What follows belongs to an exercise in optimizing a design on an open flow for small area; a production flow would make more cautious choices. Where RTL was checked, it was by simulation tests only, not by an equivalence proof against the original. No functional check of the RTL was part of run 4.

### config.mk
export PLATFORM = sky130hd
export DESIGN_NAME = htop
export DESIGN_NICKNAME = htop
export VERILOG_FILES = /design/flow/design.v
export SDC_FILE = /design/flow/constraint.sdc
export NUM_CORES = 4
export LEC_CHECK = 0
export CAP_MARGIN = 20
export CORE_MARGIN = 2
export CORE_UTILIZATION = 40
export CTS_BUF_LIST = sky130_fd_sc_hd__clkbuf_8
export CTS_CLUSTER_DIAMETER = 150
export CTS_CLUSTER_SIZE = 60
export SLEW_MARGIN = 20
### constraint.sdc
create_clock -name core_clock -period 6.5 [get_ports {clk_scl}]
set_input_delay 1.3000 -clock core_clock [delete_from_list [all_inputs] [get_ports {clk_scl}]]
set_output_delay 1.3000 -clock core_clock [all_outputs]
set_load 0.01 [all_outputs]
### design.v
module pixel_process (
    input  [7:0] a,
    input  [7:0] b,
    input  [7:0] c,
    input  [7:0] d,
    input        set1,
    output [7:0] y);
wire [7:0] na = ~a, nb = ~b, nd = ~d;
wire n0 = !set1 & a[0];
wire n1 = !set1 & a[1];
wire n2 = !set1 & a[2];
wire n3 = set1 ? c[0] : a[3];
wire n4 = set1 ? c[1] : a[4];
wire n5 = set1 ? c[2] : a[5];
wire n6 = set1 ? c[3] : a[6];
wire n7 = set1 ? c[4] : a[7];
wire n8 = set1 & c[5];
wire n9 = set1 & c[6];
wire n10 = set1 & c[7];
wire n11 = !set1 & b[0];
wire n12 = set1 ? d[0] : b[1];
wire n13 = set1 ? d[1] : b[2];
wire n14 = set1 ? d[2] : b[3];
wire n15 = set1 ? d[3] : b[4];
wire n16 = set1 ? d[4] : b[5];
wire n17 = set1 ? d[5] : b[6];
wire n18 = set1 ? d[6] : b[7];
wire n19 = set1 & d[7];
wire n20 = !set1 & nb[0];
wire n21 = set1 ? na[0] : nb[1];
wire n22 = set1 ? na[1] : nb[2];
wire n23 = set1 ? na[2] : nb[3];
wire n24 = set1 ? na[3] : nb[4];
wire n25 = set1 ? na[4] : nb[5];
wire n26 = set1 ? na[5] : nb[6];
wire n27 = set1 ? na[6] : nb[7];
wire n28 = set1 & na[7];
wire n29 = !set1 & c[0];
wire n30 = !set1 & c[1];
wire n31 = set1 ? c[0] : c[2];
wire n32 = set1 ? c[1] : c[3];
wire n33 = set1 ? c[2] : c[4];
wire n34 = set1 ? c[3] : c[5];
wire n35 = set1 ? c[4] : c[6];
wire n36 = set1 ? c[5] : c[7];
wire n37 = set1 & c[6];
wire n38 = set1 & c[7];
wire n39 = !set1 & nd[0];
wire n40 = set1 ? na[0] : nd[1];
wire n41 = set1 ? na[1] : nd[2];
wire n42 = set1 ? na[2] : nd[3];
wire n43 = set1 ? na[3] : nd[4];
wire n44 = set1 ? na[4] : nd[5];
wire n45 = set1 ? na[5] : nd[6];
wire n46 = set1 ? na[6] : nd[7];
wire n47 = set1 & na[7];
wire n48 = set1 & nb[0];
wire n49 = set1 & nb[1];
wire n50 = set1 & nb[2];
wire n51 = set1 & nb[3];
wire n52 = set1 & nb[4];
wire n53 = set1 & nb[5];
wire n54 = set1 & nb[6];
wire n55 = set1 & nb[7];
wire n56 = set1 & nb[0];
wire n57 = set1 & nb[1];
wire n58 = set1 & nb[2];
wire n59 = set1 & nb[3];
wire n60 = set1 & nb[4];
wire n61 = set1 & nb[5];
wire n62 = set1 & nb[6];
wire n63 = set1 & nb[7];
wire n64 = set1 & c[0];
wire n65 = set1 & c[1];
wire n66 = set1 & c[2];
wire n67 = set1 & c[3];
wire n68 = set1 & c[4];
wire n69 = set1 & c[5];
wire n70 = set1 & c[6];
wire n71 = set1 & c[7];
wire n72 = set1 & nd[0];
wire n73 = set1 & nd[1];
wire n74 = set1 & nd[2];
wire n75 = set1 & nd[3];
wire n76 = set1 & nd[4];
wire n77 = set1 & nd[5];
wire n78 = set1 & nd[6];
wire n79 = set1 & nd[7];
wire n80 = !na[0];
wire n81 = !na[7];
wire n82 = !b[4];
wire n83 = !b[7];
wire n84 = !b[7];
wire n85 = !b[7];
wire n86, n87;
assign {n87, n86} = na[4] + c[5];
wire n88, n89;
assign {n89, n88} = na[5] + c[6] + n7;
wire n90, n91;
assign {n91, n90} = n17 + n23 + n32;
wire n92, n93;
assign {n93, n92} = na[6] + c[7] + n8;
wire n94, n95;
assign {n95, n94} = n18 + n24 + n33;
wire n96, n97;
assign {n97, n96} = n47 + n49;
wire n98, n99;
assign {n99, n98} = b[0] + n9 + n19;
wire n100, n101;
assign {n101, n100} = n25 + n34 + n50;
wire n102, n103;
assign {n103, n102} = b[1] + n10 + n26;
wire n104, n105;
assign {n105, n104} = na[1] + c[2] + n3;
wire n106, n107;
assign {n107, n106} = na[2] + c[3] + n4;
wire n108, n109;
assign {n109, n108} = n14 + n20 + n29;
wire n110, n111;
assign {n111, n110} = na[3] + c[4] + n5;
wire n112, n113;
assign {n113, n112} = n15 + n21 + n30;
wire n114, n115;
assign {n115, n114} = n44 + n58;
wire n116, n117;
assign {n117, n116} = n86 + n6 + n16;
wire n118, n119;
assign {n119, n118} = n22 + n31 + n45;
wire n120, n121;
assign {n121, n120} = n59 + n73 + set1;
wire n122, n123;
assign {n123, n122} = n88 + n90 + n46;
wire n124, n125;
assign {n125, n124} = n48 + n60 + n64;
wire n126, n127;
assign {n127, n126} = n74 + set1 + n87;
wire n128, n129;
assign {n129, n128} = n92 + n94 + n96;
wire n130, n131;
assign {n131, n130} = n61 + n65 + n75;
wire n132, n133;
assign {n133, n132} = !set1 + n89 + n91;
wire n134, n135;
assign {n135, n134} = n98 + n100 + n62;
wire n136, n137;
assign {n137, n136} = n66 + n76 + n81;
wire n138, n139;
assign {n139, n138} = n93 + n95 + n97;
wire n140, n141;
assign {n141, n140} = n102 + n35 + n51;
wire n142, n143;
assign {n143, n142} = n63 + n67 + n77;
wire n144, n145;
assign {n145, n144} = na[7] + n99 + n101;
wire n146, n147;
assign {n147, n146} = b[2] + n27 + n36;
wire n148, n149;
assign {n149, n148} = n52 + n68 + n78;
wire n150, n151;
assign {n151, n150} = !set1 + n103;
wire n152, n153;
assign {n153, n152} = b[3] + n28 + n37;
wire n154, n155;
assign {n155, n154} = n53 + n69 + n79;
wire n156, n157;
assign {n157, n156} = c[0] + n1;
wire n158, n159;
assign {n159, n158} = c[1] + n2 + n12;
wire n160, n161;
assign {n161, n160} = n104 + n13 + n42;
wire n162, n163;
assign {n163, n162} = n56 + set1;
wire n164, n165;
assign {n165, n164} = n106 + n108 + n43;
wire n166, n167;
assign {n167, n166} = n57 + !set1 + n105;
wire n168, n169;
assign {n169, n168} = n110 + n112 + n114;
wire n170, n171;
assign {n171, n170} = n72 + n107 + n109;
wire n172, n173;
assign {n173, n172} = n116 + n118 + n120;
wire n174, n175;
assign {n175, n174} = n111 + n113 + n115;
wire n176, n177;
assign {n177, n176} = n122 + n124 + n126;
wire n178, n179;
assign {n179, n178} = n117 + n119 + n121;
wire n180, n181;
assign {n181, n180} = n128 + n130 + n132;
wire n182, n183;
assign {n183, n182} = n123 + n125 + n127;
wire n184, n185;
assign {n185, n184} = n134 + n136 + n138;
wire n186, n187;
assign {n187, n186} = n129 + n131 + n133;
wire n188, n189;
assign {n189, n188} = n140 + n142 + n144;
wire n190, n191;
assign {n191, n190} = n135 + n137 + n139;
wire n192, n193;
assign {n193, n192} = n146 + n148 + n150;
wire n194, n195;
assign {n195, n194} = n141 + n143 + n145;
wire n196, n197;
assign {n197, n196} = n152 + n154 + set1;
wire n198, n199;
assign {n199, n198} = n147 + n149 + n151;
wire n200, n201;
assign {n201, n200} = n38 + n54 + n70;
wire n202, n203;
assign {n203, n202} = n82 + n153 + n155;
wire n204, n205;
assign {n205, n204} = b[5] + n55 + n71;
wire n206, n207;
assign {n207, n206} = !set1 + b[4];
wire n208, n209;
assign {n209, n208} = n156 + n11;
wire n210, n211;
assign {n211, n210} = n158 + n41 + n80;
wire n212, n213;
assign {n213, n212} = n160 + n162 + na[0];
wire n214, n215;
assign {n215, n214} = n164 + n166 + n161;
wire n216, n217;
assign {n217, n216} = n168 + n170 + n165;
wire n218, n219;
assign {n219, n218} = n172 + n174 + n169;
wire n220, n221;
assign {n221, n220} = n176 + n178 + n173;
wire n222, n223;
assign {n223, n222} = n180 + n182 + n177;
wire n224, n225;
assign {n225, n224} = n184 + n186 + n181;
wire n226, n227;
assign {n227, n226} = n188 + n190 + n185;
wire n228, n229;
assign {n229, n228} = n192 + n194 + n189;
wire n230, n231;
assign {n231, n230} = n196 + n198 + n193;
wire n232, n233;
assign {n233, n232} = n200 + n202 + n197;
wire n234, n235;
assign {n235, n234} = n204 + n206 + n201;
wire n236, n237;
assign {n237, n236} = b[6] + !set1 + n205;
wire n238, n239;
assign {n239, n238} = n0 + n39;
wire n240, n241;
assign {n241, n240} = n208 + n40 + set1;
wire n242, n243;
assign {n243, n242} = n210 + n157 + n209;
wire n244, n245;
assign {n245, n244} = n212 + n159 + n211;
wire n246, n247;
assign {n247, n246} = n214 + n163 + n213;
wire n248, n249;
assign {n249, n248} = n216 + n167 + n215;
wire n250, n251;
assign {n251, n250} = n218 + n171 + n217;
wire n252, n253;
assign {n253, n252} = n220 + n175 + n219;
wire n254, n255;
assign {n255, n254} = n222 + n179 + n221;
wire n256, n257;
assign {n257, n256} = n224 + n183 + n223;
wire n258, n259;
assign {n259, n258} = n226 + n187 + n225;
wire n260, n261;
assign {n261, n260} = n228 + n191 + n227;
wire n262, n263;
assign {n263, n262} = n230 + n195 + n229;
wire n264, n265;
assign {n265, n264} = n232 + n199 + n231;
wire n266, n267;
assign {n267, n266} = n234 + n203 + n233;
wire n268, n269;
assign {n269, n268} = n236 + n207 + n235;
wire n270, n271;
assign {n271, n270} = n83 + n237;
wire [18:0] sx = {n85, n84, n270, n268, n266, n264, n262, n260, n258, n256, n254, n252, n250, n248, n246, n244, n242, n240, n238};
wire [18:0] sy = {1'b0, n271, n269, n267, n265, n263, n261, n259, n257, n255, n253, n251, n249, n247, n245, n243, n241, n239, !set1};
wire [18:0] s = sx + sy;
assign y = s[18] ? 8'd0 : (s[17] ? 8'd255 : s[16:9]);
endmodule
module htop (
    rst_n_scl,clk_scl,
    scl_i_vsync,scl_i_hsync,
    scl_i_data_r,scl_i_data_g,scl_i_data_b,
    scl_cfg_mode,scl_cfg_rsz,scl_cfg_flt,scl_i_data_en,
    scl_o_vsync,scl_o_hsync,
    scl_o_data_en,
    scl_o_data_r,scl_o_data_g,scl_o_data_b);
input rst_n_scl,clk_scl;
input scl_i_vsync,scl_i_hsync;
input [7:0] scl_i_data_r,scl_i_data_g,scl_i_data_b;
input scl_i_data_en,scl_cfg_mode,scl_cfg_rsz;
input [1:0] scl_cfg_flt;
output scl_o_vsync,scl_o_hsync;
output scl_o_data_en;
output [7:0] scl_o_data_r,scl_o_data_g,scl_o_data_b;
reg [7:0] r0,r1,r2,r3,r4,r5,ro;
reg [7:0] g0,g1,g2,g3,g4,g5,go;
reg [7:0] b0,b1,b2,b3,b4,b5,bo;
reg e0,e1,e2,e3,e4;         
reg k2,k3,k4,k5,ko;         
reg [1:0] cnt;              
reg [5:0] vsync_d,hsync_d;
reg vo,ho;
reg set1, rev;
wire mode = scl_cfg_mode;
wire keep1 = !mode || (scl_cfg_rsz ? (cnt == 2'd0) : !cnt[0]);
wire ldr = mode & k2;
wire ldg = mode & k3;
wire ldb = mode & k4;
wire [7:0] xa = k3 ? g4 : r3;
wire [7:0] xb = k3 ? g3 : r2;
wire [7:0] xc = k3 ? g2 : r1;
wire [7:0] xd0 = k3 ? g1 : r0;
wire xf = k3 ? e2 : e1;
wire [7:0] xd = xf ? xd0 : xc;
wire [7:0] yx;
pixel_process ux(
    .a(rev ? xd : xa), .b(rev ? xc : xb), .c(rev ? xb : xc), .d(rev ? xa : xd),
    .set1(set1), .y(yx));
wire [7:0] yd = e3 ? b2 : b3;
wire [7:0] yy;
pixel_process uy(
    .a(rev ? yd : b5), .b(rev ? b3 : b4), .c(rev ? b4 : b3), .d(rev ? b5 : yd),
    .set1(set1), .y(yy));
wire fr = e1 & !e2;    
wire fg = e2 & !e3;
wire fb = e3 & !e4;
always @(posedge clk_scl) begin
    if (scl_i_data_en) begin
        r0 <= scl_i_data_r;
        g0 <= scl_i_data_g;
        b0 <= scl_i_data_b;
    end
    r1 <= r0; r2 <= r1;
    r3 <= ldr ? yx : (fr ? r1 : r2);
    r4 <= r3; r5 <= r4; ro <= r5;
    g1 <= g0; g2 <= g1; g3 <= g2;
    g4 <= ldg ? yx : (fg ? g2 : g3);
    g5 <= g4; go <= g5;
    b1 <= b0; b2 <= b1; b3 <= b2; b4 <= b3;
    b5 <= ldb ? yy : (fb ? b3 : b4);
    bo <= b5;
    cnt <= (e0 & e1) ? cnt + 2'd1 : 2'd0;
    set1 <= scl_cfg_flt[0] ^ scl_cfg_flt[1];
    rev <= scl_cfg_flt[1];
    e1 <= e0; e2 <= e1; e3 <= e2; e4 <= e3;
end
always @(posedge clk_scl or negedge rst_n_scl) begin
    if (!rst_n_scl) begin
        e0 <= 0;
        k2 <= 0; k3 <= 0; k4 <= 0; k5 <= 0; ko <= 0;
        vsync_d <= 0; hsync_d <= 0; vo <= 0; ho <= 0;
    end else begin
        e0 <= scl_i_data_en;
        k2 <= e1 & keep1; k3 <= k2; k4 <= k3; k5 <= k4; ko <= k5;
        vsync_d <= {vsync_d[4:0], scl_i_vsync};
        hsync_d <= {hsync_d[4:0], scl_i_hsync};
        vo <= vsync_d[5];
        ho <= hsync_d[5];
    end
end
assign scl_o_data_r = ro;
assign scl_o_data_g = go;
assign scl_o_data_b = bo;
assign scl_o_data_en = ko;
assign scl_o_vsync = vo;
assign scl_o_hsync = ho;
endmodule
### flow/run.sh
#!/bin/bash
# The standard layout (the standard.sh, standard synthesis unchanged), with the port
# buffers made from the smallest buffer cell, and non-critical gates downsized after global routing. make's full output goes to layout.log here;
# each ORFS step also keeps its own log under orfs/logs/.
set -euo pipefail
export BUFFER_PORTS_ARGS="-buffer_cell sky130_fd_sc_hd__buf_1"
export RECOVER_POWER=100
bash standard.sh > layout.log 2>&1
### standard.sh
#!/bin/bash
# synth_recipe.tcl (not shown) runs the flow's synth.tcl, then flattens the netlist and writes it again
# the make line also repeats each setting of config.mk as NAME=value (left out here)
make -C /OpenROAD-flow-scripts/flow DESIGN_CONFIG=/design/flow/config.mk WORK_HOME=/design/flow/orfs CLKGATE_MAP_FILE= SYNTH_SCRIPT=/design/flow/synth_recipe.tcl "${@:-finish}"
==> impl_metrics.ini, run 1 <==
[outcome]
status = timing/DRC/antenna clean

[sta]
fin_hold_ws_ns = 0.3302
tightest_slew_ns = 1.441
timing.slew.headroom = 0.03903
fmax_mhz = 159.7
slew_violations = 0
finClkSkew_ns = 0.01049
hold_violations = 0
post-route-period-util = 0.9636
setup_tns_ns = 0
finalSetupViolations = 0
worst_slack_ns = 0.2369
period_needed_ns = 6.263

[cells_and_area]
multiInputGateArea_um2 = 7586
area_growth_pct = 10.94
final_nets = 1531
seq_area_um2 = 4282
final_cells = 1693
drive_above_1_share = 0.1233
fillers = 2961
fin_util = 0.4482

[floorplan]
ioPinCount = 60
chipWidth_um = 181.8
initial_core_util = 0.4040
design.core.area_um2 = 31310
die_area_um2 = 33060
num_rows = 65
die_h_um = 181.8

[critical_path]
worstSetupEndpointType = flop
critPathKind = reg2reg
start_kind = flop
path_max_fanout = 17
worstPathArrival_ns = 6.64
crit_required_ns = 6.88

[clocking]
numClockSinks = 196
tritoncts = done
clk_latency_ns = 0.45
htreeDepth = 4
root_buffer = clkbuf_8
cts.path.max_buffers = 2
clk_pin_slew_worst_paths_ns = 0.10
cts_buffers = 17

[global_routing]
antenna_found_initial = 1
grt_pass1_wl_mm = 45.89
grt_pass1_vias = 8624
grt_max_degree = 52
grt_overflow = 0
grt.total_usage = 0.1801

[placed_design]
gp_congestion = 0.9253
dp.cells = 1656
dp_hpwl_mm = 23.51
io_buffer_count = 59
preCtsSetupSlack_ns = -0.08043

[yosys]
synth_top_area_cell = fa_1
ys_ff_latch = 196
synth_edf_count = 24
syn-instance-count = 1198
synth_area_um2 = 12650
synth_top_cell_area_share = 0.2595
synth_ff_type = dfxtp_1
async_flop_share = 0.1020
synth.area.top_cells = fa_1 26%, dfxtp_1 24%, edfxtp_1 5.7%
yosys_warnings = 1
synth.avg_cell_area_um2 = 10.56
ys_types = 60
syn_nets = 1452
ys_seq_area_frac = 0.3371

[detailed_routing]
viasPerCell = 4.918
route.vias.total = 8326
routed_wl_mm = 28.57
ant_nets = 0
firstDrtPassIters = 5
wl_per_cell_um = 16.88
drtIter0Drc = 517
drc = 0

[worst_hold_path]
hold_path.class = reg2reg

[run]
cap_viol_max_count = 0
## per-stage QoR
step,area [µm²]
3_3_place_gp,13510
5_1_grt,14030
3_5_place_dp,13510
6_report,14030
2_1_floorplan,12650
4_1_cts,13910
## metal layers
metal	wire length, µm	up-vias	track usage
li1	-	4030	-
met1	12190	4108	0.2258
met2	14800	154	0.3235
met3	901	34	0.02467
met4	677	0	0.05236
met5	0	-	0
## cell type report
class                   instances  share of cell area
multi-input cells             777              0.5406
flip-flops and latches        196              0.3051
inverters                     181             0.04859
repair buffers                104             0.04119
well taps                     402             0.03584
clock buffers                  17             0.01667
clock inverters                15             0.01186
diodes                          1           0.0001783
## logic make-up after synthesis
kind of cell             synth area share
AND/OR/NAND/NOR                   0.08061
buffers and inverters             0.06795
adder cells (fa/ha/maj)            0.3159
AO/OA/AOI/OAI                      0.1012
flip-flops                         0.3371
multiplexers                      0.08190
XOR/XNOR                          0.01533
## Yosys cell counts, drive strengths merged, types with 6 or more instances
cell / n
a211oi: 6
ha: 57
and3: 6
mux2i: 46
buf: 8
a21boi: 7
nor2: 67
fa: 164
dfxtp: 152
xnor2: 9
a21o: 12
and2: 21
edfxtp: 24
a21oi: 57
nand3: 11
o211ai: 8
mux2: 46
inv: 181
nor2b: 6
dfrtp: 20
o21ai: 95
nand2b: 6
o21a: 7
or2: 8
nand2: 100
clkbuf: 36
xor2: 11
## worst max-delay path, stage by stage (launching register included)
cell and delay [ns]:
dfxtp_4 0.42, buf_8 0.19, mux2_2 0.43, nand2_1 0.08, o21ai_0 0.14, fa_1 0.55
inv_1 0.06, fa_1 0.47, inv_1 0.05, fa_1 0.41, fa_1 0.49, fa_1 0.54
inv_1 0.04, ha_1 0.28, a21o_1 0.21, a221o_1 0.39, a221oi_4 0.38, o31ai_4 0.17
a21oi_4 0.22, xor2_4 0.27, o211ai_1 0.22, o21ai_1 0.16
## repair_timing
| action | 4_1_cts | 5_1_grt |
|---|---|---|
| buffers inserted | 0 | 4 |
| endpoints found under the setup margin | 14 | 24 |
| pin swaps | 0 | 4 |
| hold buffers | 0 | 0 |
| resized for setup | 1 | 27 |
## placed cells by master (no fill, tap or decap), types with 51 or more instances in the layout
cell	count
buf_1	58
nand2_1	99
fa_1	164
nor2_1	67
dfxtp_1	147
a21oi_1	51
ha_1	57
inv_1	176
o21ai_1	52
## worst paths after layout
kind / from / endpoint / slack (ns) / depth (start not counted)
setup / recovery: rev / b5[1] / 0.24 / 21
hold / removal: b1[6] / b2[6] / 0.33 / 0
setup reg to reg: rev / b5[1] / 0.24 / 21
hold reg to reg: b1[6] / b2[6] / 0.33 / 0
max in group asynchronous: rst_n_scl / k3 / 4.73 / 1
min in group asynchronous: rst_n_scl / vsync_d[1] / 1.03 / 1
==> run 2: changes to the inputs <==
--- a/config.mk
+++ b/config.mk
@@ -10,5 +10,4 @@
 export CORE_UTILIZATION = 40
 export CTS_BUF_LIST = sky130_fd_sc_hd__clkbuf_8
-export CTS_CLUSTER_DIAMETER = 150
-export CTS_CLUSTER_SIZE = 60
+export GPL_TIMING_DRIVEN = 0
 export SLEW_MARGIN = 20
==> run 2 against run 1 <==
Net effect: first-iteration DRC count grew 10%; critical path type unchanged; synthesized area did not move; sequential share of layout area decreased by 0.94 points.
==> impl_metrics.ini, run 2 <==
[yosys]
ys_types = 60
synth_top_cell_area_share = 0.2595
ys_ff_latch = 196
synth.area.top_cells = fa_1 26%, dfxtp_1 24%, edfxtp_1 5.7%
synthMuxAreaShare = 0.08190
synth_common_cells = 176 x inv_1, 164 x fa_1, 152 x dfxtp_1, 99 x nand2_1, 67 x nor2_1
synth_top_area_cell = fa_1
synth_compound_area_frac = 0.1012
yosys_warnings = 1
synth-adder-area-share = 0.3159
synth_area_um2 = 12650
syn-instance-count = 1198
synth.most_common_cell = inv_1
synth-simple-area-share = 0.08061
synth_edf_count = 24
synth_top_family_by_area = adder cells
ys_seq_area_frac = 0.3371
synth.avg_cell_area_um2 = 10.56
async_flop_share = 0.1020
synth_ff_type = dfxtp_1
synth_xor_area_frac = 0.01533
syn_nets = 1452

[sta]
post-route-period-util = 0.9618
finClkSkew_ns = 0.01632
fin_hold_ws_ns = 0.3263
finalSetupViolations = 0
period_needed_ns = 6.252
fmax_mhz = 159.9
tightest_slew_ns = 1.428
hold_violations = 0
slew_violations = 0
timing.slew.headroom = 0.04828

[cells_and_area]
final_cell_mix = 175 x inv_1, 164 x fa_1, 149 x dfxtp_1
area_growth_pct = 14.20
drive_above_1_share = 0.1600
fin_util = 0.4614
antenna_cells = 0
layout_commonest_cell = inv_1
final_nets = 1547

[critical_path]
start_kind = flop
worstSetupEndpointType = flop
path_cells = buf_4, mux2_2, o21ai_4, and2_1, inv_2, fa_1, fa_1, fa_1, fa_1, fa_1, inv_1, ha_2, a21oi_4, o21ai_0, o22ai_2, o211ai_1, buf_4, xor2_2, buf_4, o21ai_1, o21ai_1
critPathSlowestCell = fa_1
slowest_delay_ns = 0.58
r2r_slack_ns = 0.25
critPathKind = reg2reg
crit_required_ns = 6.86
cpMostUsedCell = fa_1
path_max_fanout = 7
worstPathArrival_ns = 6.62

[clocking]
numClockSinks = 196
htreeDepth = 4
cts_hold_buffers = 0
tritoncts = done
root_buffer = clkbuf_8
cts_buffers = 17
clk_latency_ns = 0.48
clk_pin_slew_worst_paths_ns = 0.11
cts.path.max_buffers = 2

[global_routing]
antenna_found_initial = 0
grt_pass1_wl_mm = 51.33
grt_max_degree = 26
grt_pass1_vias = 9076
grt.total_usage = 0.2067
grt_overflow = 0

[floorplan]
num_rows = 65
design.core.area_um2 = 31310
die_h_um = 181.8
initial_core_util = 0.4040
chipWidth_um = 181.8
die_area_um2 = 33060
ioPinCount = 60

[placed_design]
gp_congestion = 0.9548
io_buffer_count = 59
dp_hpwl_mm = 26.59

[outcome]
status = timing/DRC/antenna clean

[detailed_routing]
wl_per_cell_um = 19.24
ant_nets = 0
routed_wl_mm = 32.87
firstDrtPassIters = 7
route.vias.total = 8681
drc = 0
viasPerCell = 5.083
drtIter0Drc = 569

[worst_hold_path]
hold_path.class = reg2reg

[run]
cap_viol_max_count = 0
run 2: cell counts after synthesis:
Identical to the previous run, type by type.
run 2: final timing paths:
path / from / endpoint / depth (start not counted)
max: k3 / r3[3] / 21
min: b1[1] / b2[1] / 0
max reg2reg: k3 / r3[3] / 21
min reg2reg: b1[1] / b2[1] / 0
max in group asynchronous: rst_n_scl / k3 / 1
min in group asynchronous: rst_n_scl / k3 / 1
run 2: logic make-up after synthesis:
group | Yosys count
buffers and inverters | 225
AND/OR/NAND/NOR | 231
AO/OA/AOI/OAI | 211
adder cells (fa/ha/maj) | 221
multiplexers | 94
flip-flops | 196
XOR/XNOR | 20
run 2: worst max-delay path, delay by kind of cell (launching register included):
family	cells	cell delay, ns
flip-flops	1	0.43
adder cells (fa/ha/maj)	6	2.95
buffers and inverters	5	0.64
AND/OR/NAND/NOR	1	0.20
AO/OA/AOI/OAI	7	1.34
multiplexers	1	0.41
XOR/XNOR	1	0.16
run 2: layer usage:
layer  part of all wire  GRT usage
met4              0.027    0.06341
met3              0.050    0.03530
met5                  0          0
met1               0.44     0.2743
met2               0.49     0.3468
run 2: timing repair:
item,in CTS,in global routing
setup buffers,11,7
gates cloned,0,0
pin swaps,6,13
resized for setup,63,105
endpoints found under the setup margin,24,24
run 2: layout make-up:
cell class | count | area (µm²)
clock buffers | 17 | 234.0
inverters | 181 | 679.4
multi-input cells | 777 | 7861
flip-flops and latches | 196 | 4272
fillers | 2986 | 16860
repair buffers | 77 | 381.6
plain buffers | 43 | 325.3
clock inverters | 15 | 190.2
well taps | 402 | 503.0
run 2: metrics by stage:
step           setup TNS [ns]  worst slack (ns)  area [µm²]  instances
2_1_floorplan               0            0.1755       12650       1198
3_3_place_gp           -32.15            -1.611       13380       1659
3_5_place_dp           -34.89            -1.763       13380       1659
4_1_cts                     0          0.002930       14070       1701
5_1_grt              -0.02813          -0.01770       14450       1708
6_report                    0            0.2480       14450       1708
==> run 3: changes to the inputs <==
--- a/config.mk
+++ b/config.mk
@@ -10,4 +10,3 @@
 export CORE_UTILIZATION = 40
 export CTS_BUF_LIST = sky130_fd_sc_hd__clkbuf_8
-export GPL_TIMING_DRIVEN = 0
 export SLEW_MARGIN = 20
==> run 3 against run 2 <==
Net effect: still clean; non-clock buffer count is 16 lower; synthesized area unchanged; worst setup slack got worse by 0.011 ns; first-iteration DRC count shrank 9.1%; fmax fell by 0.18%; cell count shrank 0.88%; flip-flop and latch count unchanged.
==> impl_metrics.ini, run 3 <==
[sta]
setup_tns_ns = 0
finalSetupViolations = 0
period_needed_ns = 6.263
slew_violations = 0
fmax_mhz = 159.7
hold_violations = 0
finClkSkew_ns = 0.01049
timing.slew.headroom = 0.03903
post-route-period-util = 0.9636
tightest_slew_ns = 1.441

[clocking]
htreeDepth = 4
cts.path.max_buffers = 2
cts_buffers = 17
root_buffer = clkbuf_8
tritoncts = done
numClockSinks = 196
clk_latency_ns = 0.45
clk_pin_slew_worst_paths_ns = 0.10

[outcome]
status = timing/DRC/antenna clean

[placed_design]
io_buffer_count = 59
dp_hpwl_mm = 23.51
gp_congestion = 0.9253

[yosys]
synth_ff_type = dfxtp_1
ys_ff_latch = 196
ys_types = 60
synth_top_area_cell = fa_1
syn-instance-count = 1198
synth_top_cell_area_share = 0.2595
ys_seq_area_frac = 0.3371
synth_area_um2 = 12650
synth_edf_count = 24
synth.most_common_cell = inv_1
synth_common_cells = 176 x inv_1, 164 x fa_1, 152 x dfxtp_1, 99 x nand2_1, 67 x nor2_1
async_flop_share = 0.1020
yosys_warnings = 1
syn_nets = 1452
synth.area.top_cells = fa_1 26%, dfxtp_1 24%, edfxtp_1 5.7%
synth.avg_cell_area_um2 = 10.56

[worst_hold_path]
hp-start = b1[6]
hold_path.class = reg2reg

[critical_path]
worstSetupEndpointType = flop
start_kind = flop
path_max_fanout = 17
worstPathArrival_ns = 6.64
critPathKind = reg2reg
cp-startpoint = rev
reg2reg_from = rev
crit_required_ns = 6.88

[cells_and_area]
fin_util = 0.4482
final_cell_mix = 176 x inv_1, 164 x fa_1, 147 x dfxtp_1
multiInputGateArea_um2 = 7586
final_nets = 1531
seq_area_um2 = 4282
area_growth_pct = 10.94
fillers = 2961
drive_above_1_share = 0.1233
layout_commonest_cell = inv_1

[floorplan]
ioPinCount = 60
num_rows = 65
chipWidth_um = 181.8
die_area_um2 = 33060
design.core.area_um2 = 31310
initial_core_util = 0.4040
die_h_um = 181.8

[detailed_routing]
viasPerCell = 4.918
firstDrtPassIters = 5
route.vias.total = 8326
wl_per_cell_um = 16.88
drtIter0Drc = 517
drc = 0
routed_wl_mm = 28.57
ant_nets = 0

[global_routing]
grt_overflow = 0
antenna_found_initial = 1
grt_pass1_vias = 8624
grt_pass1_wl_mm = 45.89
grt_max_degree = 52
grt.total_usage = 0.1801

[run]
cap_viol_max_count = 0
## run 3: final timing paths
kind,cells after the start,endpoint,slack [ns]
min,0,b2[6],0.33
max reg2reg,21,b5[1],0.24
max,21,b5[1],0.24
min in group asynchronous,1,vsync_d[1],1.03
min reg2reg,0,b2[6],0.33
max in group asynchronous,1,k3,4.73
## run 3: per-layer routing
metal / track usage / vias up / routed length (µm)
met2: 0.3235 / 154 / 14800
li1: - / 4030 / -
met1: 0.2258 / 4108 / 12190
met3: 0.02467 / 34 / 901
met5: 0 / - / 0
met4: 0.05236 / 0 / 677
## run 3: layout make-up
| cell class | count | share of cell area |
|---|---|---|
| repair buffers | 104 | 0.04119 |
| clock inverters | 15 | 0.01186 |
| diodes | 1 | 0.0001783 |
| well taps | 402 | 0.03584 |
| clock buffers | 17 | 0.01667 |
| multi-input cells | 777 | 0.5406 |
| inverters | 181 | 0.04859 |
| flip-flops and latches | 196 | 0.3051 |
## run 3: logic make-up (layout without fill, tap and decap cells)
family | after synthesis | after routing | synth area share
muxes | 94 | 94 | 0.08190
and+or+nand+nor | 231 | 231 | 0.08061
adders and majority gates | 221 | 221 | 0.3159
AOI/OAI and AO/OA | 211 | 211 | 0.1012
xor gates and xnor gates | 20 | 20 | 0.01533
other | 0 | 1 | 0
buffers and inverters | 225 | 317 | 0.06795
DFF | 196 | 196 | 0.3371
## run 3: worst max-delay path: stages (launching register included)
cell	delay [ns]
dfxtp_4	0.42
buf_8	0.19
mux2_2	0.43
nand2_1	0.08
o21ai_0	0.14
fa_1	0.55
inv_1	0.06
fa_1	0.47
inv_1	0.05
fa_1	0.41
fa_1	0.49
fa_1	0.54
inv_1	0.04
ha_1	0.28
a21o_1	0.21
a221o_1	0.39
a221oi_4	0.38
o31ai_4	0.17
a21oi_4	0.22
xor2_4	0.27
o211ai_1	0.22
o21ai_1	0.16
## run 3: what timing repair did
item | in CTS | in global routing
endpoints found under the setup margin | 14 | 24
hold buffers | 0 | 0
pin swaps | 0 | 4
buffers inserted | 0 | 4
resized for setup | 1 | 27
## run 3: per-stage QoR
step	cell area [µm²]	worst slack (ns)	hold slack (ns)	std cells
after detailed placement	13510	-0.08043	0.3121	1656
after floorplan	12650	0.1755	0.3096	1198
after global routing	14030	-0.05286	0.3262	1693
after global placement	13510	0.03929	0.3097	1656
after CTS	13910	0.02062	0.3265	1688
final	14030	0.2369	0.3302	1693
==> run 4: changes to the inputs <==
--- a/design.v
+++ b/design.v
@@ -281,5 +281,24 @@
 wire [18:0] sx = {n85, n84, n270, n268, n266, n264, n262, n260, n258, n256, n254, n252, n250, n248, n246, n244, n242, n240, n238};
 wire [18:0] sy = {1'b0, n271, n269, n267, n265, n263, n261, n259, n257, n255, n253, n251, n249, n247, n245, n243, n241, n239, !set1};
-wire [18:0] s = sx + sy;
+wire [18:0] g = sx & sy, p = sx ^ sy;
+wire G0 = g[1] | (p[1] & g[0]);
+wire G1 = g[2] | (p[2] & G0);
+wire G2 = g[3] | (p[3] & G1);
+wire G3 = g[4] | (p[4] & G2);
+wire G4 = g[5] | (p[5] & G3);
+wire G5 = g[6] | (p[6] & G4);
+wire G6 = g[7] | (p[7] & G5);
+wire G7 = g[8] | (p[8] & G6);
+wire G8 = g[9] | (p[9] & G7);
+wire G9 = g[10] | (p[10] & G8);
+wire G10 = g[11] | (p[11] & G9);
+wire G11 = g[12] | (p[12] & G10);
+wire G12 = g[13] | (p[13] & G11);
+wire G13 = g[14] | (p[14] & G12);
+wire G14 = g[15] | (p[15] & G13);
+wire G15 = g[16] | (p[16] & G14);
+wire G16 = g[17] | (p[17] & G15);
+wire G17 = g[18] | (p[18] & G16);
+wire [18:0] s = {p[18] ^ G16, p[17] ^ G15, p[16] ^ G14, p[15] ^ G13, p[14] ^ G12, p[13] ^ G11, p[12] ^ G10, p[11] ^ G9, p[10] ^ G8, p[9] ^ G7, p[8] ^ G6, p[7] ^ G5, p[6] ^ G4, p[5] ^ G3, p[4] ^ G2, p[3] ^ G1, p[2] ^ G0, p[1] ^ g[0], p[0]};
 assign y = s[18] ? 8'd0 : (s[17] ? 8'd255 : s[16:9]);
 endmodule
==> run.sh (new file) <==
#!/bin/bash
# synth_recipe.tcl (not shown) runs the flow's synth.tcl, then flattens the netlist and writes it again
# the make line also repeats each setting of config.mk as NAME=value (left out here)
make -C /OpenROAD-flow-scripts/flow DESIGN_CONFIG=/design/flow/config.mk WORK_HOME=/design/flow/orfs CLKGATE_MAP_FILE= SYNTH_SCRIPT=/design/flow/synth_recipe.tcl finish
--- a/config.mk
+++ b/config.mk
@@ -9,4 +9,3 @@
 export CORE_MARGIN = 2
 export CORE_UTILIZATION = 40
-export CTS_BUF_LIST = sky130_fd_sc_hd__clkbuf_8
 export SLEW_MARGIN = 20
removed: flow/run.sh
removed: standard.sh
==> run 4 against run 3 <==
Net effect: via count fell by 1.7%; register-to-register slack got worse by 2.0 ns; fmax fell by 24%; largest cell class unchanged; first-iteration DRC count rose by 1.7%; the layout now fails its checks (setup timing).
==> impl_metrics.ini, run 4 <==
[critical_path]
cpMostUsedCell = fa_2
r2r_slack_ns = -1.74
critPathSlowestCell = fa_1
start_kind = flop
path_max_fanout = 8
crit_required_ns = 6.86
worstPathArrival_ns = 8.60
worstSetupEndpointType = flop
slowest_delay_ns = 0.56
critPathKind = reg2reg

[detailed_routing]
drtIter0Drc = 526
route.vias.total = 8183
routed_wl_mm = 28.39
viasPerCell = 4.703
ant_nets = 0
wl_per_cell_um = 16.31
drc = 0
firstDrtPassIters = 5

[yosys]
synth_area_um2 = 12240
ys_types = 45
ys_seq_area_frac = 0.3483
synth_top_area_cell = fa_1
syn_nets = 1315
synth_top_cell_area_share = 0.2944
synth_ff_type = dfxtp_1
synth_common_cells = 185 x inv_1, 180 x fa_1, 152 x dfxtp_1, 74 x nor2_1, 62 x mux2i_1
synth.avg_cell_area_um2 = 11.56
synth.most_common_cell = inv_1
async_flop_share = 0.1020
synth.area.top_cells = fa_1 29%, dfxtp_1 25%, edfxtp_1 5.9%
synth_edf_count = 24
syn-instance-count = 1059
ys_ff_latch = 196
yosys_warnings = 1

[cells_and_area]
area_growth_pct = 29.90
drive_above_1_share = 0.3028
layout_commonest_cell = buf_4
antenna_cells = 0
final_nets = 1587
final_cell_mix = 221 x buf_4, 179 x inv_1, 164 x fa_1
final_cells = 1740

[global_routing]
grt_max_degree = 28
grt_overflow = 0
grt_pass1_wl_mm = 47.05
grt_pass1_vias = 8924
grt.total_usage = 0.1937
antenna_found_initial = 0

[sta]
tightest_slew_ns = 1.088
fin_hold_ws_ns = 0.3242
slew_violations = 0
worst_slack_ns = -1.744
hold_violations = 0
rsz0062_at_grt = true
finClkSkew_ns = 0.006843
timing.slew.headroom = 0.2732
post-route-period-util = 1.268
finalSetupViolations = 24
fmax_mhz = 121.3
period_needed_ns = 8.244

[clocking]
tritoncts = done
root_buffer = clkbuf_16
cts.path.max_buffers = 2
htreeDepth = 4
cts_hold_buffers = 0
numClockSinks = 196
cts_buffers = 17
clk_latency_ns = 0.43
clk_pin_slew_worst_paths_ns = 0.07

[floorplan]
num_rows = 64
die_area_um2 = 32020
chipWidth_um = 178.9
ioPinCount = 60
initial_core_util = 0.4034
design.core.area_um2 = 30350
die_h_um = 178.9

[run]
cap_viol_max_count = 0

[outcome]
so.violations = setup timing
status = complete, but fails checks

[placed_design]
dp.cells = 1700
io_buffer_count = 59
dp_hpwl_mm = 23.85
gp_congestion = 0.9039

[worst_hold_path]
hold_path.class = reg2reg
run 4: changes by cell type after synthesis, moves of 8 or more:
| cell | previous run | this run |
|---|---|---|
| a21o_1 | 11 | 3 |
| a21oi_1 | 56 | 35 |
| clkbuf_1 | 35 | 17 |
| fa_1 | 164 | 180 |
| ha_1 | 57 | 43 |
| inv_1 | 176 | 185 |
| mux2i_1 | 45 | 62 |
| mux4_2 | 2 | 18 |
| nand2_1 | 99 | 54 |
| o21ai_1 | 52 | 0 |
| xnor2_1 | 9 | 1 |
run 4: worst max-delay path: cells and delay by family (launching register included):
kind,cells,cell delay (ns)
multiplexers,4,1.25
buffers and inverters,5,0.50
XOR/XNOR,1,0.13
AND/OR/NAND/NOR,5,0.48
adder cells (fa/ha/maj),14,5.16
AO/OA/AOI/OAI,2,0.21
flip-flops,1,0.45
run 4: worst paths after layout:
| kind | from | end | cells past startpoint |
|---|---|---|---|
| worst min-delay path | b1[7] | b2[7] | 0 |
| worst max register to register | k3 | r3[3] | 31 |
| worst min register to register | b1[7] | b2[7] | 0 |
| min in group asynchronous | rst_n_scl | vsync_d[0] | 1 |
| max in group asynchronous | rst_n_scl | k3 | 1 |
| worst max-delay path | k3 | r3[3] | 31 |
run 4: repair_timing:
action                     4_1_cts  5_1_grt
resized for setup               36       32
setup endpoints to repair       24       24
setup buffers                    5        3
gates cloned                     0        0
pin swaps                       29       12
run 4: logic make-up after synthesis:
family                     Yosys count  share of synthesized area
buffers and inverters              227                    0.07400
adders and majority gates          223                     0.3383
DFF                                196                     0.3483
and+or+nand+nor                    178                    0.06531
muxes                              119                     0.1197
AOI/OAI and AO/OA                  112                    0.05151
xor gates and xnor gates             4                   0.002862
run 4: per-layer routing:
layer,global-route usage,up-vias,routed length [µm]
met3,0.02417,31,1176
met5,0,-,0
met1,0.2828,4050,13590
met2,0.3072,185,13180
met4,0.04776,0,442
li1,-,3917,-
run 4: layout make-up:
cell class	instances	area, µm²
fillers	2634	14450
multi-input cells	636	7413
flip-flops and latches	196	4277
repair buffers	294	2442
inverters	186	701.9
well taps	396	495.5
clock buffers	20	457.9
clock inverters	12	113.9
run 4: per-stage QoR:
| step | worst slack [ns] | utilization | setup TNS, ns | cell area (µm²) |
|---|---|---|---|---|
| after detailed placement | -1.812 | 0.4961 | -41.63 | 15060 |
| after global placement | -1.687 | 0.4961 | -38.51 | 15060 |
| after floorplan | -1.419 | - | -32.36 | 12510 |
| after CTS | -1.717 | 0.5205 | -37.95 | 15800 |
| after global routing | -2.130 | 0.5240 | -46.31 | 15900 |
| final | -1.744 | 0.5240 | -37.97 | 15900 |

-- afterwards: timing with drivers on the ports --
The flow's constraints put no driver on any port. The routed layouts listed below were extracted and timed again, unchanged, in two steps. Step 1, drivers: a clkbuf_16 drives clk_scl and a buf_2 each remaining input, both assumed. Step 2 also shifts input and output timing later by t, the mid clock arrival at the registers, as if the neighbouring blocks saw the same clock. Three values: ideal, step 1, step 2; two values: the first two.
run	t, ns	slack for setup (ns)	slew at the worst register clock pin (ns)
run 1	0.491	0.237 / 0.237 / 0.237	0.11 / 0.11
run 2	0.514	0.248 / 0.248 / 0.248	0.11 / 0.11
run 3	0.491	0.237 / 0.237 / 0.237	0.11 / 0.11
run 4	0.466	-1.744 / -1.744 / -1.744	0.07 / 0.07
